Context: an optimization exercise on an open-source flow, tuned for small area and a short achievable clock period. The choices shown serve that exercise and are no tape-out recipe. No run shown here included a check of the RTL's function; only the layout flow was run.

==> design.v <==
module sqrt_16s (
    input         clk,
    input  [15:0] data_i,
    input         vld_i,
    output [15:0] data_o,
    output        vld_o
);
    wire [2:0] a1 = {1'b0, data_i[15:14]};
    wire [2:0] b1 = 3'b001;
    wire [2:0] g1_0 = ~a1 & b1;
    wire [2:0] p1_0 = ~(a1 ^ b1);
    wire g1_1_1 = g1_0[1] | (p1_0[1] & g1_0[0]);
    wire p1_1_1 = p1_0[1] & p1_0[0];
    wire g1_4_2 = g1_0[2] | (p1_0[2] & g1_1_1);
    wire p1_4_2 = p1_0[2] & p1_1_1;
    wire s1 = g1_4_2;
    wire [1:0] c1 = {g1_0[0], 1'b0};
    wire [1:0] r1 = a1[1:0] ^ ({2{~s1}} & (b1[1:0] ^ c1));
    wire [0:0] q1 = ~s1;
    wire [13:0] x1 = data_i[13:0];
    reg  [0:0] q_r1;
    always @(posedge clk) q_r1 <= q1;
    reg  [1:0] r_r1;
    always @(posedge clk) r_r1 <= r1;
    reg  [13:0] x_r1;
    always @(posedge clk) x_r1 <= x1;
    reg  [0:0] v_r1;
    always @(posedge clk) v_r1 <= vld_i;
    wire [3:0] a2 = {r_r1, x_r1[13:12]};
    wire [3:0] b2 = {1'b0, q_r1, 2'b01};
    wire [3:0] g2_0 = ~a2 & b2;
    wire [3:0] p2_0 = ~(a2 ^ b2);
    wire g2_1_1 = g2_0[1] | (p2_0[1] & g2_0[0]);
    wire p2_1_1 = p2_0[1] & p2_0[0];
    wire g2_1_3 = g2_0[3] | (p2_0[3] & g2_0[2]);
    wire p2_1_3 = p2_0[3] & p2_0[2];
    wire g2_2_3 = g2_1_3 | (p2_1_3 & g2_1_1);
    wire p2_2_3 = p2_1_3 & p2_1_1;
    wire g2_4_2 = g2_0[2] | (p2_0[2] & g2_1_1);
    wire p2_4_2 = p2_0[2] & p2_1_1;
    wire s2 = g2_2_3;
    wire [2:0] c2 = {g2_1_1, g2_0[0], 1'b0};
    wire [2:0] r2 = a2[2:0] ^ ({3{~s2}} & (b2[2:0] ^ c2));
    wire [1:0] q2 = {q_r1, ~s2};
    wire [11:0] x2 = x_r1[11:0];
    reg  [1:0] q_r2;
    always @(posedge clk) q_r2 <= q2;
    reg  [2:0] r_r2;
    always @(posedge clk) r_r2 <= r2;
    reg  [11:0] x_r2;
    always @(posedge clk) x_r2 <= x2;
    reg  [0:0] v_r2;
    always @(posedge clk) v_r2 <= v_r1;
    wire [4:0] a3 = {r_r2, x_r2[11:10]};
    wire [4:0] b3 = {1'b0, q_r2, 2'b01};
    wire [4:0] g3_0 = ~a3 & b3;
    wire [4:0] p3_0 = ~(a3 ^ b3);
    wire g3_1_1 = g3_0[1] | (p3_0[1] & g3_0[0]);
    wire p3_1_1 = p3_0[1] & p3_0[0];
    wire g3_1_3 = g3_0[3] | (p3_0[3] & g3_0[2]);
    wire p3_1_3 = p3_0[3] & p3_0[2];
    wire g3_2_3 = g3_1_3 | (p3_1_3 & g3_1_1);
    wire p3_2_3 = p3_1_3 & p3_1_1;
    wire g3_6_2 = g3_0[2] | (p3_0[2] & g3_1_1);
    wire p3_6_2 = p3_0[2] & p3_1_1;
    wire g3_6_4 = g3_0[4] | (p3_0[4] & g3_2_3);
    wire p3_6_4 = p3_0[4] & p3_2_3;
    wire s3 = g3_6_4;
    wire [3:0] c3 = {g3_6_2, g3_1_1, g3_0[0], 1'b0};
    wire [3:0] r3 = a3[3:0] ^ ({4{~s3}} & (b3[3:0] ^ c3));
    wire [2:0] q3 = {q_r2, ~s3};
    wire [9:0] x3 = x_r2[9:0];
    reg  [2:0] q_r3;
    always @(posedge clk) q_r3 <= q3;
    reg  [3:0] r_r3;
    always @(posedge clk) r_r3 <= r3;
    reg  [9:0] x_r3;
    always @(posedge clk) x_r3 <= x3;
    reg  [0:0] v_r3;
    always @(posedge clk) v_r3 <= v_r2;
    wire [5:0] a4 = {r_r3, x_r3[9:8]};
    wire [5:0] b4 = {1'b0, q_r3, 2'b01};
    wire [5:0] g4_0 = ~a4 & b4;
    wire [5:0] p4_0 = ~(a4 ^ b4);
    wire g4_1_1 = g4_0[1] | (p4_0[1] & g4_0[0]);
    wire p4_1_1 = p4_0[1] & p4_0[0];
    wire g4_1_3 = g4_0[3] | (p4_0[3] & g4_0[2]);
    wire p4_1_3 = p4_0[3] & p4_0[2];
    wire g4_1_5 = g4_0[5] | (p4_0[5] & g4_0[4]);
    wire p4_1_5 = p4_0[5] & p4_0[4];
    wire g4_2_3 = g4_1_3 | (p4_1_3 & g4_1_1);
    wire p4_2_3 = p4_1_3 & p4_1_1;
    wire g4_5_5 = g4_1_5 | (p4_1_5 & g4_2_3);
    wire p4_5_5 = p4_1_5 & p4_2_3;
    wire g4_6_2 = g4_0[2] | (p4_0[2] & g4_1_1);
    wire p4_6_2 = p4_0[2] & p4_1_1;
    wire g4_6_4 = g4_0[4] | (p4_0[4] & g4_2_3);
    wire p4_6_4 = p4_0[4] & p4_2_3;
    wire s4 = g4_5_5;
    wire [4:0] c4 = {g4_2_3, g4_6_2, g4_1_1, g4_0[0], 1'b0};
    wire [4:0] r4 = a4[4:0] ^ ({5{~s4}} & (b4[4:0] ^ c4));
    wire [3:0] q4 = {q_r3, ~s4};
    wire [7:0] x4 = x_r3[7:0];
    reg  [3:0] q_r4;
    always @(posedge clk) q_r4 <= q4;
    reg  [4:0] r_r4;
    always @(posedge clk) r_r4 <= r4;
    reg  [7:0] x_r4;
    always @(posedge clk) x_r4 <= x4;
    reg  [0:0] v_r4;
    always @(posedge clk) v_r4 <= v_r3;
    wire [6:0] a5 = {r_r4, x_r4[7:6]};
    wire [6:0] b5 = {1'b0, q_r4, 2'b01};
    wire [6:0] g5_0 = ~a5 & b5;
    wire [6:0] p5_0 = ~(a5 ^ b5);
    wire g5_1_1 = g5_0[1] | (p5_0[1] & g5_0[0]);
    wire p5_1_1 = p5_0[1] & p5_0[0];
    wire g5_1_3 = g5_0[3] | (p5_0[3] & g5_0[2]);
    wire p5_1_3 = p5_0[3] & p5_0[2];
    wire g5_1_5 = g5_0[5] | (p5_0[5] & g5_0[4]);
    wire p5_1_5 = p5_0[5] & p5_0[4];
    wire g5_2_3 = g5_1_3 | (p5_1_3 & g5_1_1);
    wire p5_2_3 = p5_1_3 & p5_1_1;
    wire g5_5_5 = g5_1_5 | (p5_1_5 & g5_2_3);
    wire p5_5_5 = p5_1_5 & p5_2_3;
    wire g5_6_2 = g5_0[2] | (p5_0[2] & g5_1_1);
    wire p5_6_2 = p5_0[2] & p5_1_1;
    wire g5_6_4 = g5_0[4] | (p5_0[4] & g5_2_3);
    wire p5_6_4 = p5_0[4] & p5_2_3;
    wire g5_6_6 = g5_0[6] | (p5_0[6] & g5_5_5);
    wire p5_6_6 = p5_0[6] & p5_5_5;
    wire s5 = g5_6_6;
    wire [5:0] c5 = {g5_6_4, g5_2_3, g5_6_2, g5_1_1, g5_0[0], 1'b0};
    wire [5:0] r5 = a5[5:0] ^ ({6{~s5}} & (b5[5:0] ^ c5));
    wire [4:0] q5 = {q_r4, ~s5};
    wire [5:0] x5 = x_r4[5:0];
    reg  [4:0] q_r5;
    always @(posedge clk) q_r5 <= q5;
    reg  [5:0] r_r5;
    always @(posedge clk) r_r5 <= r5;
    reg  [5:0] x_r5;
    always @(posedge clk) x_r5 <= x5;
    reg  [0:0] v_r5;
    always @(posedge clk) v_r5 <= v_r4;
    wire [7:0] a6 = {r_r5, x_r5[5:4]};
    wire [7:0] b6 = {1'b0, q_r5, 2'b01};
    wire [7:0] g6_0 = ~a6 & b6;
    wire [7:0] p6_0 = ~(a6 ^ b6);
    wire g6_1_1 = g6_0[1] | (p6_0[1] & g6_0[0]);
    wire p6_1_1 = p6_0[1] & p6_0[0];
    wire g6_1_3 = g6_0[3] | (p6_0[3] & g6_0[2]);
    wire p6_1_3 = p6_0[3] & p6_0[2];
    wire g6_1_5 = g6_0[5] | (p6_0[5] & g6_0[4]);
    wire p6_1_5 = p6_0[5] & p6_0[4];
    wire g6_1_7 = g6_0[7] | (p6_0[7] & g6_0[6]);
    wire p6_1_7 = p6_0[7] & p6_0[6];
    wire g6_2_3 = g6_1_3 | (p6_1_3 & g6_1_1);
    wire p6_2_3 = p6_1_3 & p6_1_1;
    wire g6_2_7 = g6_1_7 | (p6_1_7 & g6_1_5);
    wire p6_2_7 = p6_1_7 & p6_1_5;
    wire g6_3_7 = g6_2_7 | (p6_2_7 & g6_2_3);
    wire p6_3_7 = p6_2_7 & p6_2_3;
    wire g6_5_5 = g6_1_5 | (p6_1_5 & g6_2_3);
    wire p6_5_5 = p6_1_5 & p6_2_3;
    wire g6_6_2 = g6_0[2] | (p6_0[2] & g6_1_1);
    wire p6_6_2 = p6_0[2] & p6_1_1;
    wire g6_6_4 = g6_0[4] | (p6_0[4] & g6_2_3);
    wire p6_6_4 = p6_0[4] & p6_2_3;
    wire g6_6_6 = g6_0[6] | (p6_0[6] & g6_5_5);
    wire p6_6_6 = p6_0[6] & p6_5_5;
    wire s6 = g6_3_7;
    wire [6:0] c6 = {g6_5_5, g6_6_4, g6_2_3, g6_6_2, g6_1_1, g6_0[0], 1'b0};
    wire [6:0] r6 = a6[6:0] ^ ({7{~s6}} & (b6[6:0] ^ c6));
    wire [5:0] q6 = {q_r5, ~s6};
    wire [3:0] x6 = x_r5[3:0];
    reg  [5:0] q_r6;
    always @(posedge clk) q_r6 <= q6;
    reg  [6:0] r_r6;
    always @(posedge clk) r_r6 <= r6;
    reg  [3:0] x_r6;
    always @(posedge clk) x_r6 <= x6;
    reg  [0:0] v_r6;
    always @(posedge clk) v_r6 <= v_r5;
    wire [8:0] a7 = {r_r6, x_r6[3:2]};
    wire [8:0] b7 = {1'b0, q_r6, 2'b01};
    wire [8:0] g7_0 = ~a7 & b7;
    wire [8:0] p7_0 = ~(a7 ^ b7);
    wire g7_1_1 = g7_0[1] | (p7_0[1] & g7_0[0]);
    wire p7_1_1 = p7_0[1] & p7_0[0];
    wire g7_1_3 = g7_0[3] | (p7_0[3] & g7_0[2]);
    wire p7_1_3 = p7_0[3] & p7_0[2];
    wire g7_1_5 = g7_0[5] | (p7_0[5] & g7_0[4]);
    wire p7_1_5 = p7_0[5] & p7_0[4];
    wire g7_1_7 = g7_0[7] | (p7_0[7] & g7_0[6]);
    wire p7_1_7 = p7_0[7] & p7_0[6];
    wire g7_2_3 = g7_1_3 | (p7_1_3 & g7_1_1);
    wire p7_2_3 = p7_1_3 & p7_1_1;
    wire g7_2_7 = g7_1_7 | (p7_1_7 & g7_1_5);
    wire p7_2_7 = p7_1_7 & p7_1_5;
    wire g7_3_7 = g7_2_7 | (p7_2_7 & g7_2_3);
    wire p7_3_7 = p7_2_7 & p7_2_3;
    wire g7_7_5 = g7_1_5 | (p7_1_5 & g7_2_3);
    wire p7_7_5 = p7_1_5 & p7_2_3;
    wire g7_8_2 = g7_0[2] | (p7_0[2] & g7_1_1);
    wire p7_8_2 = p7_0[2] & p7_1_1;
    wire g7_8_4 = g7_0[4] | (p7_0[4] & g7_2_3);
    wire p7_8_4 = p7_0[4] & p7_2_3;
    wire g7_8_6 = g7_0[6] | (p7_0[6] & g7_7_5);
    wire p7_8_6 = p7_0[6] & p7_7_5;
    wire g7_8_8 = g7_0[8] | (p7_0[8] & g7_3_7);
    wire p7_8_8 = p7_0[8] & p7_3_7;
    wire s7 = g7_8_8;
    wire [7:0] c7 = {g7_8_6, g7_7_5, g7_8_4, g7_2_3, g7_8_2, g7_1_1, g7_0[0], 1'b0};
    wire [7:0] r7 = a7[7:0] ^ ({8{~s7}} & (b7[7:0] ^ c7));
    wire [6:0] q7 = {q_r6, ~s7};
    wire [1:0] x7 = x_r6[1:0];
    reg  [6:0] q_r7;
    always @(posedge clk) q_r7 <= q7;
    reg  [7:0] r_r7;
    always @(posedge clk) r_r7 <= r7;
    reg  [1:0] x_r7;
    always @(posedge clk) x_r7 <= x7;
    reg  [0:0] v_r7;
    always @(posedge clk) v_r7 <= v_r6;
    wire [9:0] a8 = {r_r7, x_r7[1:0]};
    wire [9:0] b8 = {1'b0, q_r7, 2'b01};
    wire [9:0] g8_0 = ~a8 & b8;
    wire [9:0] p8_0 = ~(a8 ^ b8);
    wire g8_1_1 = g8_0[1] | (p8_0[1] & g8_0[0]);
    wire p8_1_1 = p8_0[1] & p8_0[0];
    wire g8_1_3 = g8_0[3] | (p8_0[3] & g8_0[2]);
    wire p8_1_3 = p8_0[3] & p8_0[2];
    wire g8_1_5 = g8_0[5] | (p8_0[5] & g8_0[4]);
    wire p8_1_5 = p8_0[5] & p8_0[4];
    wire g8_1_7 = g8_0[7] | (p8_0[7] & g8_0[6]);
    wire p8_1_7 = p8_0[7] & p8_0[6];
    wire g8_1_9 = g8_0[9] | (p8_0[9] & g8_0[8]);
    wire p8_1_9 = p8_0[9] & p8_0[8];
    wire g8_2_3 = g8_1_3 | (p8_1_3 & g8_1_1);
    wire p8_2_3 = p8_1_3 & p8_1_1;
    wire g8_2_7 = g8_1_7 | (p8_1_7 & g8_1_5);
    wire p8_2_7 = p8_1_7 & p8_1_5;
    wire g8_3_7 = g8_2_7 | (p8_2_7 & g8_2_3);
    wire p8_3_7 = p8_2_7 & p8_2_3;
    wire g8_7_5 = g8_1_5 | (p8_1_5 & g8_2_3);
    wire p8_7_5 = p8_1_5 & p8_2_3;
    wire g8_7_9 = g8_1_9 | (p8_1_9 & g8_3_7);
    wire p8_7_9 = p8_1_9 & p8_3_7;
    wire g8_8_2 = g8_0[2] | (p8_0[2] & g8_1_1);
    wire p8_8_2 = p8_0[2] & p8_1_1;
    wire g8_8_4 = g8_0[4] | (p8_0[4] & g8_2_3);
    wire p8_8_4 = p8_0[4] & p8_2_3;
    wire g8_8_6 = g8_0[6] | (p8_0[6] & g8_7_5);
    wire p8_8_6 = p8_0[6] & p8_7_5;
    wire g8_8_8 = g8_0[8] | (p8_0[8] & g8_3_7);
    wire p8_8_8 = p8_0[8] & p8_3_7;
    wire s8 = g8_7_9;
    wire [8:0] c8 = {g8_3_7, g8_8_6, g8_7_5, g8_8_4, g8_2_3, g8_8_2, g8_1_1, g8_0[0], 1'b0};
    wire [8:0] r8 = a8[8:0] ^ ({9{~s8}} & (b8[8:0] ^ c8));
    wire [7:0] q8 = {q_r7, ~s8};
    reg  [7:0] q_r8;
    always @(posedge clk) q_r8 <= q8;
    reg  [8:0] r_r8;
    always @(posedge clk) r_r8 <= r8;
    reg  [0:0] v_r8;
    always @(posedge clk) v_r8 <= v_r7;
    wire [10:0] a9 = {r_r8, 2'b00};
    wire [10:0] b9 = {1'b0, q_r8, 2'b01};
    wire [10:0] g9_0 = ~a9 & b9;
    wire [10:0] p9_0 = ~(a9 ^ b9);
    wire g9_1_1 = g9_0[1] | (p9_0[1] & g9_0[0]);
    wire p9_1_1 = p9_0[1] & p9_0[0];
    wire g9_1_3 = g9_0[3] | (p9_0[3] & g9_0[2]);
    wire p9_1_3 = p9_0[3] & p9_0[2];
    wire g9_1_5 = g9_0[5] | (p9_0[5] & g9_0[4]);
    wire p9_1_5 = p9_0[5] & p9_0[4];
    wire g9_1_7 = g9_0[7] | (p9_0[7] & g9_0[6]);
    wire p9_1_7 = p9_0[7] & p9_0[6];
    wire g9_1_9 = g9_0[9] | (p9_0[9] & g9_0[8]);
    wire p9_1_9 = p9_0[9] & p9_0[8];
    wire g9_2_3 = g9_1_3 | (p9_1_3 & g9_1_1);
    wire p9_2_3 = p9_1_3 & p9_1_1;
    wire g9_2_7 = g9_1_7 | (p9_1_7 & g9_1_5);
    wire p9_2_7 = p9_1_7 & p9_1_5;
    wire g9_3_7 = g9_2_7 | (p9_2_7 & g9_2_3);
    wire p9_3_7 = p9_2_7 & p9_2_3;
    wire g9_7_5 = g9_1_5 | (p9_1_5 & g9_2_3);
    wire p9_7_5 = p9_1_5 & p9_2_3;
    wire g9_7_9 = g9_1_9 | (p9_1_9 & g9_3_7);
    wire p9_7_9 = p9_1_9 & p9_3_7;
    wire g9_8_2 = g9_0[2] | (p9_0[2] & g9_1_1);
    wire p9_8_2 = p9_0[2] & p9_1_1;
    wire g9_8_4 = g9_0[4] | (p9_0[4] & g9_2_3);
    wire p9_8_4 = p9_0[4] & p9_2_3;
    wire g9_8_6 = g9_0[6] | (p9_0[6] & g9_7_5);
    wire p9_8_6 = p9_0[6] & p9_7_5;
    wire g9_8_8 = g9_0[8] | (p9_0[8] & g9_3_7);
    wire p9_8_8 = p9_0[8] & p9_3_7;
    wire g9_8_10 = g9_0[10] | (p9_0[10] & g9_7_9);
    wire p9_8_10 = p9_0[10] & p9_7_9;
    wire s9 = g9_8_10;
    wire [9:0] c9 = {g9_8_8, g9_3_7, g9_8_6, g9_7_5, g9_8_4, g9_2_3, g9_8_2, g9_1_1, g9_0[0], 1'b0};
    wire [9:0] r9 = a9[9:0] ^ ({10{~s9}} & (b9[9:0] ^ c9));
    wire [8:0] q9 = {q_r8, ~s9};
    reg  [8:0] q_r9;
    always @(posedge clk) q_r9 <= q9;
    reg  [9:0] r_r9;
    always @(posedge clk) r_r9 <= r9;
    reg  [0:0] v_r9;
    always @(posedge clk) v_r9 <= v_r8;
    wire [11:0] a10 = {r_r9, 2'b00};
    wire [11:0] b10 = {1'b0, q_r9, 2'b01};
    wire [11:0] g10_0 = ~a10 & b10;
    wire [11:0] p10_0 = ~(a10 ^ b10);
    wire g10_1_1 = g10_0[1] | (p10_0[1] & g10_0[0]);
    wire p10_1_1 = p10_0[1] & p10_0[0];
    wire g10_1_3 = g10_0[3] | (p10_0[3] & g10_0[2]);
    wire p10_1_3 = p10_0[3] & p10_0[2];
    wire g10_1_5 = g10_0[5] | (p10_0[5] & g10_0[4]);
    wire p10_1_5 = p10_0[5] & p10_0[4];
    wire g10_1_7 = g10_0[7] | (p10_0[7] & g10_0[6]);
    wire p10_1_7 = p10_0[7] & p10_0[6];
    wire g10_1_9 = g10_0[9] | (p10_0[9] & g10_0[8]);
    wire p10_1_9 = p10_0[9] & p10_0[8];
    wire g10_1_11 = g10_0[11] | (p10_0[11] & g10_0[10]);
    wire p10_1_11 = p10_0[11] & p10_0[10];
    wire g10_2_3 = g10_1_3 | (p10_1_3 & g10_1_1);
    wire p10_2_3 = p10_1_3 & p10_1_1;
    wire g10_2_7 = g10_1_7 | (p10_1_7 & g10_1_5);
    wire p10_2_7 = p10_1_7 & p10_1_5;
    wire g10_2_11 = g10_1_11 | (p10_1_11 & g10_1_9);
    wire p10_2_11 = p10_1_11 & p10_1_9;
    wire g10_3_7 = g10_2_7 | (p10_2_7 & g10_2_3);
    wire p10_3_7 = p10_2_7 & p10_2_3;
    wire g10_6_11 = g10_2_11 | (p10_2_11 & g10_3_7);
    wire p10_6_11 = p10_2_11 & p10_3_7;
    wire g10_7_5 = g10_1_5 | (p10_1_5 & g10_2_3);
    wire p10_7_5 = p10_1_5 & p10_2_3;
    wire g10_7_9 = g10_1_9 | (p10_1_9 & g10_3_7);
    wire p10_7_9 = p10_1_9 & p10_3_7;
    wire g10_8_2 = g10_0[2] | (p10_0[2] & g10_1_1);
    wire p10_8_2 = p10_0[2] & p10_1_1;
    wire g10_8_4 = g10_0[4] | (p10_0[4] & g10_2_3);
    wire p10_8_4 = p10_0[4] & p10_2_3;
    wire g10_8_6 = g10_0[6] | (p10_0[6] & g10_7_5);
    wire p10_8_6 = p10_0[6] & p10_7_5;
    wire g10_8_8 = g10_0[8] | (p10_0[8] & g10_3_7);
    wire p10_8_8 = p10_0[8] & p10_3_7;
    wire g10_8_10 = g10_0[10] | (p10_0[10] & g10_7_9);
    wire p10_8_10 = p10_0[10] & p10_7_9;
    wire s10 = g10_6_11;
    wire [10:0] c10 = {g10_7_9, g10_8_8, g10_3_7, g10_8_6, g10_7_5, g10_8_4, g10_2_3, g10_8_2, g10_1_1, g10_0[0], 1'b0};
    wire [10:0] r10 = a10[10:0] ^ ({11{~s10}} & (b10[10:0] ^ c10));
    wire [9:0] q10 = {q_r9, ~s10};
    reg  [9:0] q_r10;
    always @(posedge clk) q_r10 <= q10;
    reg  [10:0] r_r10;
    always @(posedge clk) r_r10 <= r10;
    reg  [0:0] v_r10;
    always @(posedge clk) v_r10 <= v_r9;
    wire [12:0] a11 = {r_r10, 2'b00};
    wire [12:0] b11 = {1'b0, q_r10, 2'b01};
    wire [12:0] g11_0 = ~a11 & b11;
    wire [12:0] p11_0 = ~(a11 ^ b11);
    wire g11_1_1 = g11_0[1] | (p11_0[1] & g11_0[0]);
    wire p11_1_1 = p11_0[1] & p11_0[0];
    wire g11_1_3 = g11_0[3] | (p11_0[3] & g11_0[2]);
    wire p11_1_3 = p11_0[3] & p11_0[2];
    wire g11_1_5 = g11_0[5] | (p11_0[5] & g11_0[4]);
    wire p11_1_5 = p11_0[5] & p11_0[4];
    wire g11_1_7 = g11_0[7] | (p11_0[7] & g11_0[6]);
    wire p11_1_7 = p11_0[7] & p11_0[6];
    wire g11_1_9 = g11_0[9] | (p11_0[9] & g11_0[8]);
    wire p11_1_9 = p11_0[9] & p11_0[8];
    wire g11_1_11 = g11_0[11] | (p11_0[11] & g11_0[10]);
    wire p11_1_11 = p11_0[11] & p11_0[10];
    wire g11_2_3 = g11_1_3 | (p11_1_3 & g11_1_1);
    wire p11_2_3 = p11_1_3 & p11_1_1;
    wire g11_2_7 = g11_1_7 | (p11_1_7 & g11_1_5);
    wire p11_2_7 = p11_1_7 & p11_1_5;
    wire g11_2_11 = g11_1_11 | (p11_1_11 & g11_1_9);
    wire p11_2_11 = p11_1_11 & p11_1_9;
    wire g11_3_7 = g11_2_7 | (p11_2_7 & g11_2_3);
    wire p11_3_7 = p11_2_7 & p11_2_3;
    wire g11_6_11 = g11_2_11 | (p11_2_11 & g11_3_7);
    wire p11_6_11 = p11_2_11 & p11_3_7;
    wire g11_7_5 = g11_1_5 | (p11_1_5 & g11_2_3);
    wire p11_7_5 = p11_1_5 & p11_2_3;
    wire g11_7_9 = g11_1_9 | (p11_1_9 & g11_3_7);
    wire p11_7_9 = p11_1_9 & p11_3_7;
    wire g11_8_2 = g11_0[2] | (p11_0[2] & g11_1_1);
    wire p11_8_2 = p11_0[2] & p11_1_1;
    wire g11_8_4 = g11_0[4] | (p11_0[4] & g11_2_3);
    wire p11_8_4 = p11_0[4] & p11_2_3;
    wire g11_8_6 = g11_0[6] | (p11_0[6] & g11_7_5);
    wire p11_8_6 = p11_0[6] & p11_7_5;
    wire g11_8_8 = g11_0[8] | (p11_0[8] & g11_3_7);
    wire p11_8_8 = p11_0[8] & p11_3_7;
    wire g11_8_10 = g11_0[10] | (p11_0[10] & g11_7_9);
    wire p11_8_10 = p11_0[10] & p11_7_9;
    wire g11_8_12 = g11_0[12] | (p11_0[12] & g11_6_11);
    wire p11_8_12 = p11_0[12] & p11_6_11;
    wire s11 = g11_8_12;
    wire [11:0] c11 = {g11_8_10, g11_7_9, g11_8_8, g11_3_7, g11_8_6, g11_7_5, g11_8_4, g11_2_3, g11_8_2, g11_1_1, g11_0[0], 1'b0};
    wire [11:0] r11 = a11[11:0] ^ ({12{~s11}} & (b11[11:0] ^ c11));
    wire [10:0] q11 = {q_r10, ~s11};
    reg  [10:0] q_r11;
    always @(posedge clk) q_r11 <= q11;
    reg  [11:0] r_r11;
    always @(posedge clk) r_r11 <= r11;
    reg  [0:0] v_r11;
    always @(posedge clk) v_r11 <= v_r10;
    wire [13:0] a12 = {r_r11, 2'b00};
    wire [13:0] b12 = {1'b0, q_r11, 2'b01};
    wire [13:0] g12_0 = ~a12 & b12;
    wire [13:0] p12_0 = ~(a12 ^ b12);
    wire g12_1_1 = g12_0[1] | (p12_0[1] & g12_0[0]);
    wire p12_1_1 = p12_0[1] & p12_0[0];
    wire g12_1_3 = g12_0[3] | (p12_0[3] & g12_0[2]);
    wire p12_1_3 = p12_0[3] & p12_0[2];
    wire g12_1_5 = g12_0[5] | (p12_0[5] & g12_0[4]);
    wire p12_1_5 = p12_0[5] & p12_0[4];
    wire g12_1_7 = g12_0[7] | (p12_0[7] & g12_0[6]);
    wire p12_1_7 = p12_0[7] & p12_0[6];
    wire g12_1_9 = g12_0[9] | (p12_0[9] & g12_0[8]);
    wire p12_1_9 = p12_0[9] & p12_0[8];
    wire g12_1_11 = g12_0[11] | (p12_0[11] & g12_0[10]);
    wire p12_1_11 = p12_0[11] & p12_0[10];
    wire g12_1_13 = g12_0[13] | (p12_0[13] & g12_0[12]);
    wire p12_1_13 = p12_0[13] & p12_0[12];
    wire g12_2_3 = g12_1_3 | (p12_1_3 & g12_1_1);
    wire p12_2_3 = p12_1_3 & p12_1_1;
    wire g12_2_7 = g12_1_7 | (p12_1_7 & g12_1_5);
    wire p12_2_7 = p12_1_7 & p12_1_5;
    wire g12_2_11 = g12_1_11 | (p12_1_11 & g12_1_9);
    wire p12_2_11 = p12_1_11 & p12_1_9;
    wire g12_3_7 = g12_2_7 | (p12_2_7 & g12_2_3);
    wire p12_3_7 = p12_2_7 & p12_2_3;
    wire g12_6_11 = g12_2_11 | (p12_2_11 & g12_3_7);
    wire p12_6_11 = p12_2_11 & p12_3_7;
    wire g12_7_5 = g12_1_5 | (p12_1_5 & g12_2_3);
    wire p12_7_5 = p12_1_5 & p12_2_3;
    wire g12_7_9 = g12_1_9 | (p12_1_9 & g12_3_7);
    wire p12_7_9 = p12_1_9 & p12_3_7;
    wire g12_7_13 = g12_1_13 | (p12_1_13 & g12_6_11);
    wire p12_7_13 = p12_1_13 & p12_6_11;
    wire g12_8_2 = g12_0[2] | (p12_0[2] & g12_1_1);
    wire p12_8_2 = p12_0[2] & p12_1_1;
    wire g12_8_4 = g12_0[4] | (p12_0[4] & g12_2_3);
    wire p12_8_4 = p12_0[4] & p12_2_3;
    wire g12_8_6 = g12_0[6] | (p12_0[6] & g12_7_5);
    wire p12_8_6 = p12_0[6] & p12_7_5;
    wire g12_8_8 = g12_0[8] | (p12_0[8] & g12_3_7);
    wire p12_8_8 = p12_0[8] & p12_3_7;
    wire g12_8_10 = g12_0[10] | (p12_0[10] & g12_7_9);
    wire p12_8_10 = p12_0[10] & p12_7_9;
    wire g12_8_12 = g12_0[12] | (p12_0[12] & g12_6_11);
    wire p12_8_12 = p12_0[12] & p12_6_11;
    wire s12 = g12_7_13;
    wire [12:0] c12 = {g12_6_11, g12_8_10, g12_7_9, g12_8_8, g12_3_7, g12_8_6, g12_7_5, g12_8_4, g12_2_3, g12_8_2, g12_1_1, g12_0[0], 1'b0};
    wire [12:0] r12 = a12[12:0] ^ ({13{~s12}} & (b12[12:0] ^ c12));
    wire [11:0] q12 = {q_r11, ~s12};
    reg  [11:0] q_r12;
    always @(posedge clk) q_r12 <= q12;
    reg  [12:0] r_r12;
    always @(posedge clk) r_r12 <= r12;
    reg  [0:0] v_r12;
    always @(posedge clk) v_r12 <= v_r11;
    wire [14:0] a13 = {r_r12, 2'b00};
    wire [14:0] b13 = {1'b0, q_r12, 2'b01};
    wire [14:0] g13_0 = ~a13 & b13;
    wire [14:0] p13_0 = ~(a13 ^ b13);
    wire g13_1_1 = g13_0[1] | (p13_0[1] & g13_0[0]);
    wire p13_1_1 = p13_0[1] & p13_0[0];
    wire g13_1_3 = g13_0[3] | (p13_0[3] & g13_0[2]);
    wire p13_1_3 = p13_0[3] & p13_0[2];
    wire g13_1_5 = g13_0[5] | (p13_0[5] & g13_0[4]);
    wire p13_1_5 = p13_0[5] & p13_0[4];
    wire g13_1_7 = g13_0[7] | (p13_0[7] & g13_0[6]);
    wire p13_1_7 = p13_0[7] & p13_0[6];
    wire g13_1_9 = g13_0[9] | (p13_0[9] & g13_0[8]);
    wire p13_1_9 = p13_0[9] & p13_0[8];
    wire g13_1_11 = g13_0[11] | (p13_0[11] & g13_0[10]);
    wire p13_1_11 = p13_0[11] & p13_0[10];
    wire g13_1_13 = g13_0[13] | (p13_0[13] & g13_0[12]);
    wire p13_1_13 = p13_0[13] & p13_0[12];
    wire g13_2_3 = g13_1_3 | (p13_1_3 & g13_1_1);
    wire p13_2_3 = p13_1_3 & p13_1_1;
    wire g13_2_7 = g13_1_7 | (p13_1_7 & g13_1_5);
    wire p13_2_7 = p13_1_7 & p13_1_5;
    wire g13_2_11 = g13_1_11 | (p13_1_11 & g13_1_9);
    wire p13_2_11 = p13_1_11 & p13_1_9;
    wire g13_3_7 = g13_2_7 | (p13_2_7 & g13_2_3);
    wire p13_3_7 = p13_2_7 & p13_2_3;
    wire g13_6_11 = g13_2_11 | (p13_2_11 & g13_3_7);
    wire p13_6_11 = p13_2_11 & p13_3_7;
    wire g13_7_5 = g13_1_5 | (p13_1_5 & g13_2_3);
    wire p13_7_5 = p13_1_5 & p13_2_3;
    wire g13_7_9 = g13_1_9 | (p13_1_9 & g13_3_7);
    wire p13_7_9 = p13_1_9 & p13_3_7;
    wire g13_7_13 = g13_1_13 | (p13_1_13 & g13_6_11);
    wire p13_7_13 = p13_1_13 & p13_6_11;
    wire g13_8_2 = g13_0[2] | (p13_0[2] & g13_1_1);
    wire p13_8_2 = p13_0[2] & p13_1_1;
    wire g13_8_4 = g13_0[4] | (p13_0[4] & g13_2_3);
    wire p13_8_4 = p13_0[4] & p13_2_3;
    wire g13_8_6 = g13_0[6] | (p13_0[6] & g13_7_5);
    wire p13_8_6 = p13_0[6] & p13_7_5;
    wire g13_8_8 = g13_0[8] | (p13_0[8] & g13_3_7);
    wire p13_8_8 = p13_0[8] & p13_3_7;
    wire g13_8_10 = g13_0[10] | (p13_0[10] & g13_7_9);
    wire p13_8_10 = p13_0[10] & p13_7_9;
    wire g13_8_12 = g13_0[12] | (p13_0[12] & g13_6_11);
    wire p13_8_12 = p13_0[12] & p13_6_11;
    wire g13_8_14 = g13_0[14] | (p13_0[14] & g13_7_13);
    wire p13_8_14 = p13_0[14] & p13_7_13;
    wire s13 = g13_8_14;
    wire [13:0] c13 = {g13_8_12, g13_6_11, g13_8_10, g13_7_9, g13_8_8, g13_3_7, g13_8_6, g13_7_5, g13_8_4, g13_2_3, g13_8_2, g13_1_1, g13_0[0], 1'b0};
    wire [13:0] r13 = a13[13:0] ^ ({14{~s13}} & (b13[13:0] ^ c13));
    wire [12:0] q13 = {q_r12, ~s13};
    reg  [12:0] q_r13;
    always @(posedge clk) q_r13 <= q13;
    reg  [13:0] r_r13;
    always @(posedge clk) r_r13 <= r13;
    reg  [0:0] v_r13;
    always @(posedge clk) v_r13 <= v_r12;
    wire [15:0] a14 = {r_r13, 2'b00};
    wire [15:0] b14 = {1'b0, q_r13, 2'b01};
    wire [15:0] g14_0 = ~a14 & b14;
    wire [15:0] p14_0 = ~(a14 ^ b14);
    wire g14_1_1 = g14_0[1] | (p14_0[1] & g14_0[0]);
    wire p14_1_1 = p14_0[1] & p14_0[0];
    wire g14_1_3 = g14_0[3] | (p14_0[3] & g14_0[2]);
    wire p14_1_3 = p14_0[3] & p14_0[2];
    wire g14_1_5 = g14_0[5] | (p14_0[5] & g14_0[4]);
    wire p14_1_5 = p14_0[5] & p14_0[4];
    wire g14_1_7 = g14_0[7] | (p14_0[7] & g14_0[6]);
    wire p14_1_7 = p14_0[7] & p14_0[6];
    wire g14_1_9 = g14_0[9] | (p14_0[9] & g14_0[8]);
    wire p14_1_9 = p14_0[9] & p14_0[8];
    wire g14_1_11 = g14_0[11] | (p14_0[11] & g14_0[10]);
    wire p14_1_11 = p14_0[11] & p14_0[10];
    wire g14_1_13 = g14_0[13] | (p14_0[13] & g14_0[12]);
    wire p14_1_13 = p14_0[13] & p14_0[12];
    wire g14_1_15 = g14_0[15] | (p14_0[15] & g14_0[14]);
    wire p14_1_15 = p14_0[15] & p14_0[14];
    wire g14_2_3 = g14_1_3 | (p14_1_3 & g14_1_1);
    wire p14_2_3 = p14_1_3 & p14_1_1;
    wire g14_2_7 = g14_1_7 | (p14_1_7 & g14_1_5);
    wire p14_2_7 = p14_1_7 & p14_1_5;
    wire g14_2_11 = g14_1_11 | (p14_1_11 & g14_1_9);
    wire p14_2_11 = p14_1_11 & p14_1_9;
    wire g14_2_15 = g14_1_15 | (p14_1_15 & g14_1_13);
    wire p14_2_15 = p14_1_15 & p14_1_13;
    wire g14_3_7 = g14_2_7 | (p14_2_7 & g14_2_3);
    wire p14_3_7 = p14_2_7 & p14_2_3;
    wire g14_3_15 = g14_2_15 | (p14_2_15 & g14_2_11);
    wire p14_3_15 = p14_2_15 & p14_2_11;
    wire g14_4_15 = g14_3_15 | (p14_3_15 & g14_3_7);
    wire p14_4_15 = p14_3_15 & p14_3_7;
    wire g14_6_11 = g14_2_11 | (p14_2_11 & g14_3_7);
    wire p14_6_11 = p14_2_11 & p14_3_7;
    wire g14_7_5 = g14_1_5 | (p14_1_5 & g14_2_3);
    wire p14_7_5 = p14_1_5 & p14_2_3;
    wire g14_7_9 = g14_1_9 | (p14_1_9 & g14_3_7);
    wire p14_7_9 = p14_1_9 & p14_3_7;
    wire g14_7_13 = g14_1_13 | (p14_1_13 & g14_6_11);
    wire p14_7_13 = p14_1_13 & p14_6_11;
    wire g14_8_2 = g14_0[2] | (p14_0[2] & g14_1_1);
    wire p14_8_2 = p14_0[2] & p14_1_1;
    wire g14_8_4 = g14_0[4] | (p14_0[4] & g14_2_3);
    wire p14_8_4 = p14_0[4] & p14_2_3;
    wire g14_8_6 = g14_0[6] | (p14_0[6] & g14_7_5);
    wire p14_8_6 = p14_0[6] & p14_7_5;
    wire g14_8_8 = g14_0[8] | (p14_0[8] & g14_3_7);
    wire p14_8_8 = p14_0[8] & p14_3_7;
    wire g14_8_10 = g14_0[10] | (p14_0[10] & g14_7_9);
    wire p14_8_10 = p14_0[10] & p14_7_9;
    wire g14_8_12 = g14_0[12] | (p14_0[12] & g14_6_11);
    wire p14_8_12 = p14_0[12] & p14_6_11;
    wire g14_8_14 = g14_0[14] | (p14_0[14] & g14_7_13);
    wire p14_8_14 = p14_0[14] & p14_7_13;
    wire s14 = g14_4_15;
    wire [14:0] c14 = {g14_7_13, g14_8_12, g14_6_11, g14_8_10, g14_7_9, g14_8_8, g14_3_7, g14_8_6, g14_7_5, g14_8_4, g14_2_3, g14_8_2, g14_1_1, g14_0[0], 1'b0};
    wire [14:0] r14 = a14[14:0] ^ ({15{~s14}} & (b14[14:0] ^ c14));
    wire [13:0] q14 = {q_r13, ~s14};
    reg  [13:0] q_r14;
    always @(posedge clk) q_r14 <= q14;
    reg  [14:0] r_r14;
    always @(posedge clk) r_r14 <= r14;
    reg  [0:0] v_r14;
    always @(posedge clk) v_r14 <= v_r13;
    wire [16:0] a15 = {r_r14, 2'b00};
    wire [16:0] b15 = {1'b0, q_r14, 2'b01};
    wire [16:0] g15_0 = ~a15 & b15;
    wire [16:0] p15_0 = ~(a15 ^ b15);
    wire g15_1_1 = g15_0[1] | (p15_0[1] & g15_0[0]);
    wire p15_1_1 = p15_0[1] & p15_0[0];
    wire g15_1_3 = g15_0[3] | (p15_0[3] & g15_0[2]);
    wire p15_1_3 = p15_0[3] & p15_0[2];
    wire g15_1_5 = g15_0[5] | (p15_0[5] & g15_0[4]);
    wire p15_1_5 = p15_0[5] & p15_0[4];
    wire g15_1_7 = g15_0[7] | (p15_0[7] & g15_0[6]);
    wire p15_1_7 = p15_0[7] & p15_0[6];
    wire g15_1_9 = g15_0[9] | (p15_0[9] & g15_0[8]);
    wire p15_1_9 = p15_0[9] & p15_0[8];
    wire g15_1_11 = g15_0[11] | (p15_0[11] & g15_0[10]);
    wire p15_1_11 = p15_0[11] & p15_0[10];
    wire g15_1_13 = g15_0[13] | (p15_0[13] & g15_0[12]);
    wire p15_1_13 = p15_0[13] & p15_0[12];
    wire g15_1_15 = g15_0[15] | (p15_0[15] & g15_0[14]);
    wire p15_1_15 = p15_0[15] & p15_0[14];
    wire g15_2_3 = g15_1_3 | (p15_1_3 & g15_1_1);
    wire p15_2_3 = p15_1_3 & p15_1_1;
    wire g15_2_7 = g15_1_7 | (p15_1_7 & g15_1_5);
    wire p15_2_7 = p15_1_7 & p15_1_5;
    wire g15_2_11 = g15_1_11 | (p15_1_11 & g15_1_9);
    wire p15_2_11 = p15_1_11 & p15_1_9;
    wire g15_2_15 = g15_1_15 | (p15_1_15 & g15_1_13);
    wire p15_2_15 = p15_1_15 & p15_1_13;
    wire g15_3_7 = g15_2_7 | (p15_2_7 & g15_2_3);
    wire p15_3_7 = p15_2_7 & p15_2_3;
    wire g15_3_15 = g15_2_15 | (p15_2_15 & g15_2_11);
    wire p15_3_15 = p15_2_15 & p15_2_11;
    wire g15_4_15 = g15_3_15 | (p15_3_15 & g15_3_7);
    wire p15_4_15 = p15_3_15 & p15_3_7;
    wire g15_8_11 = g15_2_11 | (p15_2_11 & g15_3_7);
    wire p15_8_11 = p15_2_11 & p15_3_7;
    wire g15_9_5 = g15_1_5 | (p15_1_5 & g15_2_3);
    wire p15_9_5 = p15_1_5 & p15_2_3;
    wire g15_9_9 = g15_1_9 | (p15_1_9 & g15_3_7);
    wire p15_9_9 = p15_1_9 & p15_3_7;
    wire g15_9_13 = g15_1_13 | (p15_1_13 & g15_8_11);
    wire p15_9_13 = p15_1_13 & p15_8_11;
    wire g15_10_2 = g15_0[2] | (p15_0[2] & g15_1_1);
    wire p15_10_2 = p15_0[2] & p15_1_1;
    wire g15_10_4 = g15_0[4] | (p15_0[4] & g15_2_3);
    wire p15_10_4 = p15_0[4] & p15_2_3;
    wire g15_10_6 = g15_0[6] | (p15_0[6] & g15_9_5);
    wire p15_10_6 = p15_0[6] & p15_9_5;
    wire g15_10_8 = g15_0[8] | (p15_0[8] & g15_3_7);
    wire p15_10_8 = p15_0[8] & p15_3_7;
    wire g15_10_10 = g15_0[10] | (p15_0[10] & g15_9_9);
    wire p15_10_10 = p15_0[10] & p15_9_9;
    wire g15_10_12 = g15_0[12] | (p15_0[12] & g15_8_11);
    wire p15_10_12 = p15_0[12] & p15_8_11;
    wire g15_10_14 = g15_0[14] | (p15_0[14] & g15_9_13);
    wire p15_10_14 = p15_0[14] & p15_9_13;
    wire g15_10_16 = g15_0[16] | (p15_0[16] & g15_4_15);
    wire p15_10_16 = p15_0[16] & p15_4_15;
    wire s15 = g15_10_16;
    wire [15:0] c15 = {g15_10_14, g15_9_13, g15_10_12, g15_8_11, g15_10_10, g15_9_9, g15_10_8, g15_3_7, g15_10_6, g15_9_5, g15_10_4, g15_2_3, g15_10_2, g15_1_1, g15_0[0], 1'b0};
    wire [15:0] r15 = a15[15:0] ^ ({16{~s15}} & (b15[15:0] ^ c15));
    wire [14:0] q15 = {q_r14, ~s15};
    reg  [14:0] q_r15;
    always @(posedge clk) q_r15 <= q15;
    reg  [15:0] r_r15;
    always @(posedge clk) r_r15 <= r15;
    reg  [0:0] v_r15;
    always @(posedge clk) v_r15 <= v_r14;
    wire [17:0] a16 = {r_r15, 2'b00};
    wire [17:0] b16 = {1'b0, q_r15, 2'b01};
    wire [17:0] g16_0 = ~a16 & b16;
    wire [17:0] p16_0 = ~(a16 ^ b16);
    wire g16_1_1 = g16_0[1] | (p16_0[1] & g16_0[0]);
    wire p16_1_1 = p16_0[1] & p16_0[0];
    wire g16_1_3 = g16_0[3] | (p16_0[3] & g16_0[2]);
    wire p16_1_3 = p16_0[3] & p16_0[2];
    wire g16_1_5 = g16_0[5] | (p16_0[5] & g16_0[4]);
    wire p16_1_5 = p16_0[5] & p16_0[4];
    wire g16_1_7 = g16_0[7] | (p16_0[7] & g16_0[6]);
    wire p16_1_7 = p16_0[7] & p16_0[6];
    wire g16_1_9 = g16_0[9] | (p16_0[9] & g16_0[8]);
    wire p16_1_9 = p16_0[9] & p16_0[8];
    wire g16_1_11 = g16_0[11] | (p16_0[11] & g16_0[10]);
    wire p16_1_11 = p16_0[11] & p16_0[10];
    wire g16_1_13 = g16_0[13] | (p16_0[13] & g16_0[12]);
    wire p16_1_13 = p16_0[13] & p16_0[12];
    wire g16_1_15 = g16_0[15] | (p16_0[15] & g16_0[14]);
    wire p16_1_15 = p16_0[15] & p16_0[14];
    wire g16_1_17 = g16_0[17] | (p16_0[17] & g16_0[16]);
    wire p16_1_17 = p16_0[17] & p16_0[16];
    wire g16_2_3 = g16_1_3 | (p16_1_3 & g16_1_1);
    wire p16_2_3 = p16_1_3 & p16_1_1;
    wire g16_2_7 = g16_1_7 | (p16_1_7 & g16_1_5);
    wire p16_2_7 = p16_1_7 & p16_1_5;
    wire g16_2_11 = g16_1_11 | (p16_1_11 & g16_1_9);
    wire p16_2_11 = p16_1_11 & p16_1_9;
    wire g16_2_15 = g16_1_15 | (p16_1_15 & g16_1_13);
    wire p16_2_15 = p16_1_15 & p16_1_13;
    wire g16_3_7 = g16_2_7 | (p16_2_7 & g16_2_3);
    wire p16_3_7 = p16_2_7 & p16_2_3;
    wire g16_3_15 = g16_2_15 | (p16_2_15 & g16_2_11);
    wire p16_3_15 = p16_2_15 & p16_2_11;
    wire g16_4_15 = g16_3_15 | (p16_3_15 & g16_3_7);
    wire p16_4_15 = p16_3_15 & p16_3_7;
    wire g16_8_11 = g16_2_11 | (p16_2_11 & g16_3_7);
    wire p16_8_11 = p16_2_11 & p16_3_7;
    wire g16_9_5 = g16_1_5 | (p16_1_5 & g16_2_3);
    wire p16_9_5 = p16_1_5 & p16_2_3;
    wire g16_9_9 = g16_1_9 | (p16_1_9 & g16_3_7);
    wire p16_9_9 = p16_1_9 & p16_3_7;
    wire g16_9_13 = g16_1_13 | (p16_1_13 & g16_8_11);
    wire p16_9_13 = p16_1_13 & p16_8_11;
    wire g16_9_17 = g16_1_17 | (p16_1_17 & g16_4_15);
    wire p16_9_17 = p16_1_17 & p16_4_15;
    wire g16_10_2 = g16_0[2] | (p16_0[2] & g16_1_1);
    wire p16_10_2 = p16_0[2] & p16_1_1;
    wire g16_10_4 = g16_0[4] | (p16_0[4] & g16_2_3);
    wire p16_10_4 = p16_0[4] & p16_2_3;
    wire g16_10_6 = g16_0[6] | (p16_0[6] & g16_9_5);
    wire p16_10_6 = p16_0[6] & p16_9_5;
    wire g16_10_8 = g16_0[8] | (p16_0[8] & g16_3_7);
    wire p16_10_8 = p16_0[8] & p16_3_7;
    wire g16_10_10 = g16_0[10] | (p16_0[10] & g16_9_9);
    wire p16_10_10 = p16_0[10] & p16_9_9;
    wire g16_10_12 = g16_0[12] | (p16_0[12] & g16_8_11);
    wire p16_10_12 = p16_0[12] & p16_8_11;
    wire g16_10_14 = g16_0[14] | (p16_0[14] & g16_9_13);
    wire p16_10_14 = p16_0[14] & p16_9_13;
    wire g16_10_16 = g16_0[16] | (p16_0[16] & g16_4_15);
    wire p16_10_16 = p16_0[16] & p16_4_15;
    wire s16 = g16_9_17;
    wire [15:0] q16 = {q_r15, ~s16};
    reg  [15:0] q_r16;
    always @(posedge clk) q_r16 <= q16;
    reg  [0:0] v_r16;
    always @(posedge clk) v_r16 <= v_r15;
    assign data_o = q_r16;
    assign vld_o  = v_r16;
endmodule
==> run.sh <==
#!/bin/bash
# synth_recipe.tcl (not shown) runs the flow's synth.tcl, then flattens the netlist and writes it again
# the make line also repeats each setting of config.mk as NAME=value (left out here)
make -C /OpenROAD-flow-scripts/flow DESIGN_CONFIG=/design/flow/config.mk WORK_HOME=/design/flow/orfs CLKGATE_MAP_FILE= SYNTH_SCRIPT=/design/flow/synth_recipe.tcl finish
==> config.mk <==
export PLATFORM = sky130hd
export DESIGN_NAME = sqrt_16s
export DESIGN_NICKNAME = sqrt_16s
export VERILOG_FILES = /design/flow/design.v
export SDC_FILE = /design/flow/constraint.sdc
export NUM_CORES = 4
export LEC_CHECK = 0
export ABC_AREA = 1
export CAP_MARGIN = 20
export CORE_MARGIN = 2
export CORE_UTILIZATION = 40
export SLEW_MARGIN = 20
==> constraint.sdc <==
create_clock -name core_clock -period 3.0 [get_ports {clk}]
set_input_delay 0.6000 -clock core_clock [delete_from_list [all_inputs] [get_ports {clk}]]
set_output_delay 0.6000 -clock core_clock [all_outputs]
set_load 0.01 [all_outputs]
==> summary.txt, run 1 <==
- Status: no timing/DRC/antenna violations
- TritonCTS Buffers: 35
- Register area: about 6600 um^2
- TNS Setup: 0 ns
- Hpwl dp: 14200 um
- Final hold slack: 0.320 ns
- First-pass GRT wire length: approximately 33000 um
- Final Hold Violating Endpoints: 0
- Slew @ Worst Pin: slightly above 0.6 ns
- Commonest non-fill, non-tap cell in the layout: dfxtp_1
- DRT antenna net count: 0
- Post-synthesis mux area share: 0
- Worst Path Arrival: 2.43 ns
- Gr usage total: 0.119
- DRT Wirelength: around 19000 um
- Final nets: ~1600
- Starting DRT DRC Count: around 210
- Mapped Area: roughly 13000 um^2
- Htree depth: 2
- Routability Congestion: around 0.80
- Largest family of logic cells by synthesized area: simple AND/OR/NAND/NOR gates
- Startpoint types: register
- Period minus WS final: 2.04 ns
- Hold Path Class: reg2reg
- Syn-to-layout area delta: 15.4%
- Average size of a mapped cell: between 9 and 10 um^2
- IO Pins: 35
- Worst-path clk slew: around 0.06 ns
- Wire per inst: around 10 um
- Max cap viols: 0
- Hold Buf Count CTS: 0
- Placed cell areas: about 14000 um^2
- Ys async rst share: 0
- Post-synth top area share: 0.513
- Synthesized net count: between 1000 and 1500
- Cell taking the most area after synthesis: dfxtp_1
- Drt first pass iters: 5
- Flop-to-flop setup slack: 0.96 ns
- Critical Path RT: roughly 3.4 ns
- Via/cell ratio: 4.42
- Synth Register Bits: approximately 330
- Chip Height: 183 um
- Area of the multi-input gates: roughly 5400 um^2
- Ys flop type: dfxtp_1
- Synth Area in Adders: 0.111
- Vias in the first global route: between 7000 and 8000
- Synth area leaders: dfxtp_1 (51%), ha_1 (11%), xor2_1 (8.2%)
- Xor/xnor cell area share of the yosys netlist: 0.0921
- Buffers added on ports: 34
- Crit end category: register
- Simple-gate share of the synthesized area: 0.154
- Largest net degree at the start of global routing: 17
- EDFF count, synth: 0
- Core Region: 31600 um^2
- RSZ-0062 raised after global routing: no
- Antenna diodes: 0
- Crit path kind: reg2reg
- DRC: 0
- Fmax: a little under 500 MHz
- Filler cells: 2963
- Ratio of cells with drive above 1 in the final layout: 0.0797
- Worst-Skew Late Latency: just over 0.5 ns
- Most frequent cells in the layout: dfxtp_1 (329), nand2_1 (251), inv_1 (224), xor2_1 (120), ha_1 (114)
- CTS max path bufs: 3
- Syn Inst Count: between 1000 and 1500
- Post_cts resized: 0
- Root Buffer: clkbuf_16
- Final instance area: 14800 um^2
- Relative slew margins: 0.596
- Worst-path maximum fanout: 10
- Endpoints failing setup: 0
- Total grt overflow: 0
- Synth Area in Compound Gates: 0.0600
- Yosys Warn Count: 1
- Postcts setup bufs: 0
- Fin crit share: 0.680
- Slew Limit Fails: 0
- Initial Util: 0.407
- Row Count: 65
- CTS tree: done
- Seq/Total Area, Yosys: 0.513
- Number of distinct library cells after synthesis: 44
- Die W: 183 um
- Routed via count: just over 8000
- Clock Sinks: ~330
- Layout Skew: about 0.015 ns
- Initial antenna violation count: 0
- Die area: about 34000 um^2
kinds of logic after synthesis:
family                     after synthesis
xor gates and xnor gates               135
and+or+nand+nor                        434
buffers and inverters                  231
AOI/OAI and AO/OA                      110
adders and majority gates              114
DFF                                    329
worst max-delay path, cell delays in order (launching register included):
cell      delay, ns
dfxtp_1        0.34
inv_1          0.05
ha_1           0.34
a21oi_4        0.18
o21ai_4        0.09
a21boi_4       0.23
o21ai_4        0.10
a21boi_4       0.31
nand2_1        0.12
xor2_1         0.15
flip-flops by register name (all words and copies together) (netlist names), 12 cells and up:
name,cells
x_r2,12
q_r12,12
r_r13,12
x_r1,14
q_r14,14
r_r14,13
q_r13,13
r_r15,14
q_r16,16
q_r15,15
final timing paths:
check,start,endpoint,depth (start not counted)
setup reg to reg,r_r11[3]$_DFF_P_,r_r12[6]$_DFF_P_,9
hold / removal,x_r1[4]$_DFF_P_,x_r2[4]$_DFF_P_,0
hold reg to reg,x_r1[4]$_DFF_P_,x_r2[4]$_DFF_P_,0
setup / recovery,r_r11[3]$_DFF_P_,r_r12[6]$_DFF_P_,9
stage by stage:
stage	instances	setup slack, ns	utilization
after floorplan	1353	1.21	-
after global placement	1785	1.00	0.432
after detailed placement	1785	0.958	0.432
after CTS	1845	0.947	0.469
after global routing	1845	0.759	0.469
final	1845	0.961	0.469
Yosys cell counts, types with 2 or more instances:
library cell    n
buf_6           4
a21o_2          2
nand3b_1       10
o21ai_4         2
or2_1           4
inv_2           3
a21oi_4         4
a21o_1         10
nand2_1       251
nand4_1        21
nand3_1        58
a21oi_1        58
o21a_1          2
nand2_2        14
o31ai_1         2
dfxtp_1       329
nor3_1          6
o21bai_1        5
xnor2_1        15
nand3_2         5
a21boi_0        2
nand2_4         2
a21boi_4        2
or2_2          21
xor2_1        120
or2_0           2
ha_1          114
inv_1         224
nor2_1         37
o21ai_0        10
routing by layer:
metal / vias up / global-route usage / share of wire
li1: 4374 / - / -
met1: 3629 / 0.123 / 0.42
met2: 103 / 0.226 / 0.51
met3: 58 / 0.0274 / 0.038
met4: 0 / 0.0560 / 0.038
met5: - / 0 / 0
final cells by class:
type,instances,share of cell area
Sequential cell,329,0.445
Timing Repair Buffer,34,0.0230
Clock inverter,7,0.00938
Multi-Input combinational cell,793,0.362
Clock buffer,53,0.0698
Inverter,227,0.0575
Tap cell,402,0.0340
==> inputs of run 2 (changes only) <==
--- a/design.v
+++ b/design.v
@@ -10,3 +10,3 @@
     wire [2:0] g1_0 = ~a1 & b1;
-    wire [2:0] p1_0 = ~(a1 ^ b1);
+    wire [2:0] p1_0 = ~a1 | b1;
     wire g1_1_1 = g1_0[1] | (p1_0[1] & g1_0[0]);
@@ -31,3 +31,3 @@
     wire [3:0] g2_0 = ~a2 & b2;
-    wire [3:0] p2_0 = ~(a2 ^ b2);
+    wire [3:0] p2_0 = ~a2 | b2;
     wire g2_1_1 = g2_0[1] | (p2_0[1] & g2_0[0]);
@@ -56,3 +56,3 @@
     wire [4:0] g3_0 = ~a3 & b3;
-    wire [4:0] p3_0 = ~(a3 ^ b3);
+    wire [4:0] p3_0 = ~a3 | b3;
     wire g3_1_1 = g3_0[1] | (p3_0[1] & g3_0[0]);
@@ -83,3 +83,3 @@
     wire [5:0] g4_0 = ~a4 & b4;
-    wire [5:0] p4_0 = ~(a4 ^ b4);
+    wire [5:0] p4_0 = ~a4 | b4;
     wire g4_1_1 = g4_0[1] | (p4_0[1] & g4_0[0]);
@@ -114,3 +114,3 @@
     wire [6:0] g5_0 = ~a5 & b5;
-    wire [6:0] p5_0 = ~(a5 ^ b5);
+    wire [6:0] p5_0 = ~a5 | b5;
     wire g5_1_1 = g5_0[1] | (p5_0[1] & g5_0[0]);
@@ -147,3 +147,3 @@
     wire [7:0] g6_0 = ~a6 & b6;
-    wire [7:0] p6_0 = ~(a6 ^ b6);
+    wire [7:0] p6_0 = ~a6 | b6;
     wire g6_1_1 = g6_0[1] | (p6_0[1] & g6_0[0]);
@@ -186,3 +186,3 @@
     wire [8:0] g7_0 = ~a7 & b7;
-    wire [8:0] p7_0 = ~(a7 ^ b7);
+    wire [8:0] p7_0 = ~a7 | b7;
     wire g7_1_1 = g7_0[1] | (p7_0[1] & g7_0[0]);
@@ -227,3 +227,3 @@
     wire [9:0] g8_0 = ~a8 & b8;
-    wire [9:0] p8_0 = ~(a8 ^ b8);
+    wire [9:0] p8_0 = ~a8 | b8;
     wire g8_1_1 = g8_0[1] | (p8_0[1] & g8_0[0]);
@@ -269,3 +269,3 @@
     wire [10:0] g9_0 = ~a9 & b9;
-    wire [10:0] p9_0 = ~(a9 ^ b9);
+    wire [10:0] p9_0 = ~a9 | b9;
     wire g9_1_1 = g9_0[1] | (p9_0[1] & g9_0[0]);
@@ -313,3 +313,3 @@
     wire [11:0] g10_0 = ~a10 & b10;
-    wire [11:0] p10_0 = ~(a10 ^ b10);
+    wire [11:0] p10_0 = ~a10 | b10;
     wire g10_1_1 = g10_0[1] | (p10_0[1] & g10_0[0]);
@@ -363,3 +363,3 @@
     wire [12:0] g11_0 = ~a11 & b11;
-    wire [12:0] p11_0 = ~(a11 ^ b11);
+    wire [12:0] p11_0 = ~a11 | b11;
     wire g11_1_1 = g11_0[1] | (p11_0[1] & g11_0[0]);
@@ -415,3 +415,3 @@
     wire [13:0] g12_0 = ~a12 & b12;
-    wire [13:0] p12_0 = ~(a12 ^ b12);
+    wire [13:0] p12_0 = ~a12 | b12;
     wire g12_1_1 = g12_0[1] | (p12_0[1] & g12_0[0]);
@@ -471,3 +471,3 @@
     wire [14:0] g13_0 = ~a13 & b13;
-    wire [14:0] p13_0 = ~(a13 ^ b13);
+    wire [14:0] p13_0 = ~a13 | b13;
     wire g13_1_1 = g13_0[1] | (p13_0[1] & g13_0[0]);
@@ -529,3 +529,3 @@
     wire [15:0] g14_0 = ~a14 & b14;
-    wire [15:0] p14_0 = ~(a14 ^ b14);
+    wire [15:0] p14_0 = ~a14 | b14;
     wire g14_1_1 = g14_0[1] | (p14_0[1] & g14_0[0]);
@@ -595,3 +595,3 @@
     wire [16:0] g15_0 = ~a15 & b15;
-    wire [16:0] p15_0 = ~(a15 ^ b15);
+    wire [16:0] p15_0 = ~a15 | b15;
     wire g15_1_1 = g15_0[1] | (p15_0[1] & g15_0[0]);
@@ -663,3 +663,3 @@
     wire [17:0] g16_0 = ~a16 & b16;
-    wire [17:0] p16_0 = ~(a16 ^ b16);
+    wire [17:0] p16_0 = ~a16 | b16;
     wire g16_1_1 = g16_0[1] | (p16_0[1] & g16_0[0]);
==> summary.txt, run 2 <==
- Status: no timing/DRC/antenna violations
- Via/cell ratio: 4.45 (+0.58%)
- Metal2 WL: 10600 um (+12%)
- Ys async rst share: 0 (unchanged)
- Slew Limit Fails: 0 (unchanged)
- EDFF count, synth: 0 (unchanged)
- CTS tree: done
- Period minus WS final: 1.96 ns (-0.0813 ns)
- Root Buffer: clkbuf_16
- Syn-to-layout area delta: 16.5%
- Critical Path RT: 2.40 ns (-1.00 ns)
- Ratio of cells with drive above 1 in the final layout: 0.103 (+0.0234)
- Flop-to-flop setup slack: 1.12 ns (+0.16 ns)
- Hold Crit Depth: 0 (unchanged)
- Commonest non-fill, non-tap cell in the layout: dfxtp_1
- Min-Delay Startpoint: x_r4[0]$_DFF_P_
- FF-to-FF End: r_r8[1]$_DFF_P_
- Worst Path Arrival: 1.36 ns (-1.07 ns)
- DRT Wirelength: 20000 um (+6.7%)
- Final nets: 1544 (-0.52%)
- M1 WL: 8170 um (+4.4%)
- Antenna diodes: 0 (unchanged)
- Reg-to-reg startpoint: x_r7[0]$_DFF_P_
- DRC: 0 (unchanged)
- CP top delay family: buffers and inverters
- Post-synth top area share: 0.532 (+0.0193)
- Crit path kind: reg2out
- Cells after DPL: 1875 (+5.0%)
- Seq/Total Area, Yosys: 0.532 (+0.0193)
- Slew @ Worst Pin: 0.428 ns (-0.176 ns)
- Worst-path clk slew: 0.06 ns (about the same)
- CP peak stage delay: 0.53 ns (+0.19 ns)
- Initial Util: 0.406 (-0.00127)
- Largest register FFs: 16 (unchanged)
- Gr usage total: 0.127 (+0.00829)
- Synth cell count leaders: dfxtp_1 (329), nand2_1 (326), inv_1 (239)
- Final instance area: 14400 um^2 (-2.7%)
- Final Hold Violating Endpoints: 0 (unchanged)
- IO Pins: 35 (unchanged)
- Routed via count: 8630 (+5.7%)
- Synthesized net count: 1475 (-0.67%)
- Worst-Skew Late Latency: 0.53 ns (+0.02 ns)
- Hold Buf Count CTS: 0 (unchanged)
- Starting DRT DRC Count: 309 (+48%)
- Area of the multi-input gates: 4770 um^2 (-11%)
- Fin crit share: 0.652 (-0.0271)
- Cell taking the most area after synthesis: dfxtp_1
- Buf+Inv Stages, Crit Path: 1 (unchanged)
- DRT antenna net count: 0 (unchanged)
- Register area: 6590 um^2 (unchanged)
- Relative slew margins: 0.712 (+0.116)
- Met3 WL post-DR: 602 um (-16%)
- Worst-path maximum fanout: 1 (-9)
- Largest net degree at the start of global routing: 17 (unchanged)
- Ys flop type: dfxtp_1
- Top Layer Used: met4
- Wire per inst: 10.3 um (+1.5%)
- Most frequent cell after synthesis: dfxtp_1
- Crit end category: output port
- Postcts setup bufs: 0 (unchanged)
- Startpoint types: register
- Total grt overflow: 0 (unchanged)
- Core Region: 30500 um^2 (-3.3%)
- Mapped Area: 12400 um^2 (-3.6%)
- Htree depth: 2 (unchanged)
- Drt first pass iters: 6 (+1)
- Biggest registers after layout: q_r16 x16, q_r15 x15
- Final WS setup: 1.04 ns (+0.0813 ns)
- Fmax: 511 MHz (+4.2%)
- RSZ-0062 raised after global routing: no
- Routability Congestion: 0.771 (-4.0%)
- Final cell count without fillers: 1939 (+5.1%)
- TNS Setup: 0 ns (unchanged)
- Hpwl dp: 15000 um (+5.6%)
- Post_cts resized: 0 (unchanged)
- Die W: 180 um (-1.8%)
- Chip Height: 180 um (-1.8%)
- Hold Path Class: reg2reg
- First-pass GRT wire length: 35400 um (+6.1%)
- Placed cell areas: 13100 um^2 (-3.7%)
- Row Count: 64 (-1.5%)
- Initial antenna violation count: 0 (unchanged)
- Final core occ: 0.472 (+0.00321)
- Number of distinct library cells after synthesis: 53 (+20%)
- Average size of a mapped cell: 8.53 um^2 (-10%)
- Most frequent cells in the layout: dfxtp_1 (329), nand2_1 (326), inv_1 (239), xor2_1 (97), nand3_1 (86)
- Die area: 32400 um^2 (-3.5%)
- DP Worst Slack: 1.07 ns (+0.116 ns)
- Synth area leaders: dfxtp_1 (53%), nand2_1 (9.9%), inv_1 (7.3%)
- Syn Inst Count: 1450 (+7.2%)
- R2R cell count: 12 (+3)
- Yosys Warn Count: 1 (unchanged)
- Synth Register Bits: 329 (unchanged)
- Max cap viols: 0 (unchanged)
- Buffers added on ports: 34 (unchanged)
- Filler cells: 2910 (-1.8%)
- Clock Sinks: 329 (unchanged)
- Crit-path slowest cell: clkdlybuf4s50_1
- TritonCTS Buffers: 38 (+8.6%)
- Endpoints failing setup: 0 (unchanged)
- CTS max path bufs: 3 (unchanged)
- Worst-path cell chain: clkdlybuf4s50_1
- Most flop-heavy register: q_r16
- Vias in the first global route: 8281 (+4.6%)
- Layout Skew: 0.0290 ns (+0.0142 ns)
- Hold EP: x_r5[0]$_DFF_P_
==> run 2: changes by cell type after synthesis, sizes merged, moves of 12 or more <==
cell	previous run	this run
a21o	12	0
a21oi	63	39
ha	114	7
inv	227	250
nand2	267	353
nand3	63	104
nor2	38	88
o21ai	13	73
xor2	120	97
==> run 2: cell type report <==
type                    instances  area share
flip-flops and latches        329       0.457
multi-input cells             866       0.331
clock buffers                  50      0.0740
inverters                     250      0.0653
well taps                     396      0.0344
repair buffers                 34      0.0236
clock inverters                14      0.0151
==> run 2: metrics by stage <==
| step | hold slack, ns |
|---|---|
| 6_report | 0.322 |
| 5_1_grt | 0.327 |
| 4_1_cts | 0.322 |
| 3_5_place_dp | 0.312 |
| 3_3_place_gp | 0.310 |
| 2_1_floorplan | 0.310 |
==> run 2: logic make-up after synthesis <==
kind of cell / after synthesis / synth area share
AOI/OAI and AO/OA: 132 / 0.0646
xor gates and xnor gates: 119 / 0.0849
adders and majority gates: 11 / 0.0104
buffers and inverters: 255 / 0.0823
DFF: 329 / 0.532
and+or+nand+nor: 604 / 0.225
==> run 2: how the worst max path moves through the flow <==
| stage | from | end | slack [ns] | cells past startpoint |
|---|---|---|---|---|
| 6_report | q_r16[7]$_DFF_P_ | data_o[7] | 1.04 | 1 |
| 5_1_grt | x_r7[0]$_DFF_P_ | r_r8[1]$_DFF_P_ | 0.91 | 12 |
| 4_1_cts | q_r16[7]$_DFF_P_ | data_o[7] | 1.01 | 1 |
| 3_5_place_dp | x_r7[0]$_DFF_P_ | r_r8[1]$_DFF_P_ | 1.07 | 12 |
| 3_3_place_gp | x_r7[0]$_DFF_P_ | r_r8[1]$_DFF_P_ | 1.07 | 12 |
| 2_1_floorplan | r_r7[0]$_DFF_P_ | r_r8[1]$_DFF_P_ | 1.40 | 12 |
==> run 2: metal layers <==
| layer | global-route usage | vias up |
|---|---|---|
| met4 | 0.0491 | 0 |
| met1 | 0.134 | 3872 |
| met2 | 0.249 | 103 |
| met3 | 0.0217 | 42 |
| met5 | 0 | - |
| li1 | - | 4613 |

==> static timing again, ports no longer ideal <==
Ports are ideal in the flow. The routed layouts listed here were re-timed in OpenROAD. Step 1, drivers: a clkbuf_16 drives clk and a buf_2 each remaining input, both assumed. Step 2 times the ports against the registers' clock, not the clock port: input delays grow and output delays shrink by t, the midpoint of the rising clock arrivals with the driver on. Three values: no drivers, after step 1, after step 2; two values: the first two.
| run | t (ns) | setup slack, ns | clock arrival spread, ns |
|---|---|---|---|
| run 1 | 0.553 | 0.961 / 0.961 / 0.961 | 0.020 / 0.020 |
| run 2 | 0.561 | 1.043 / 0.993 / 1.120 | 0.029 / 0.030 |
After both steps every run listed still meets setup and hold.
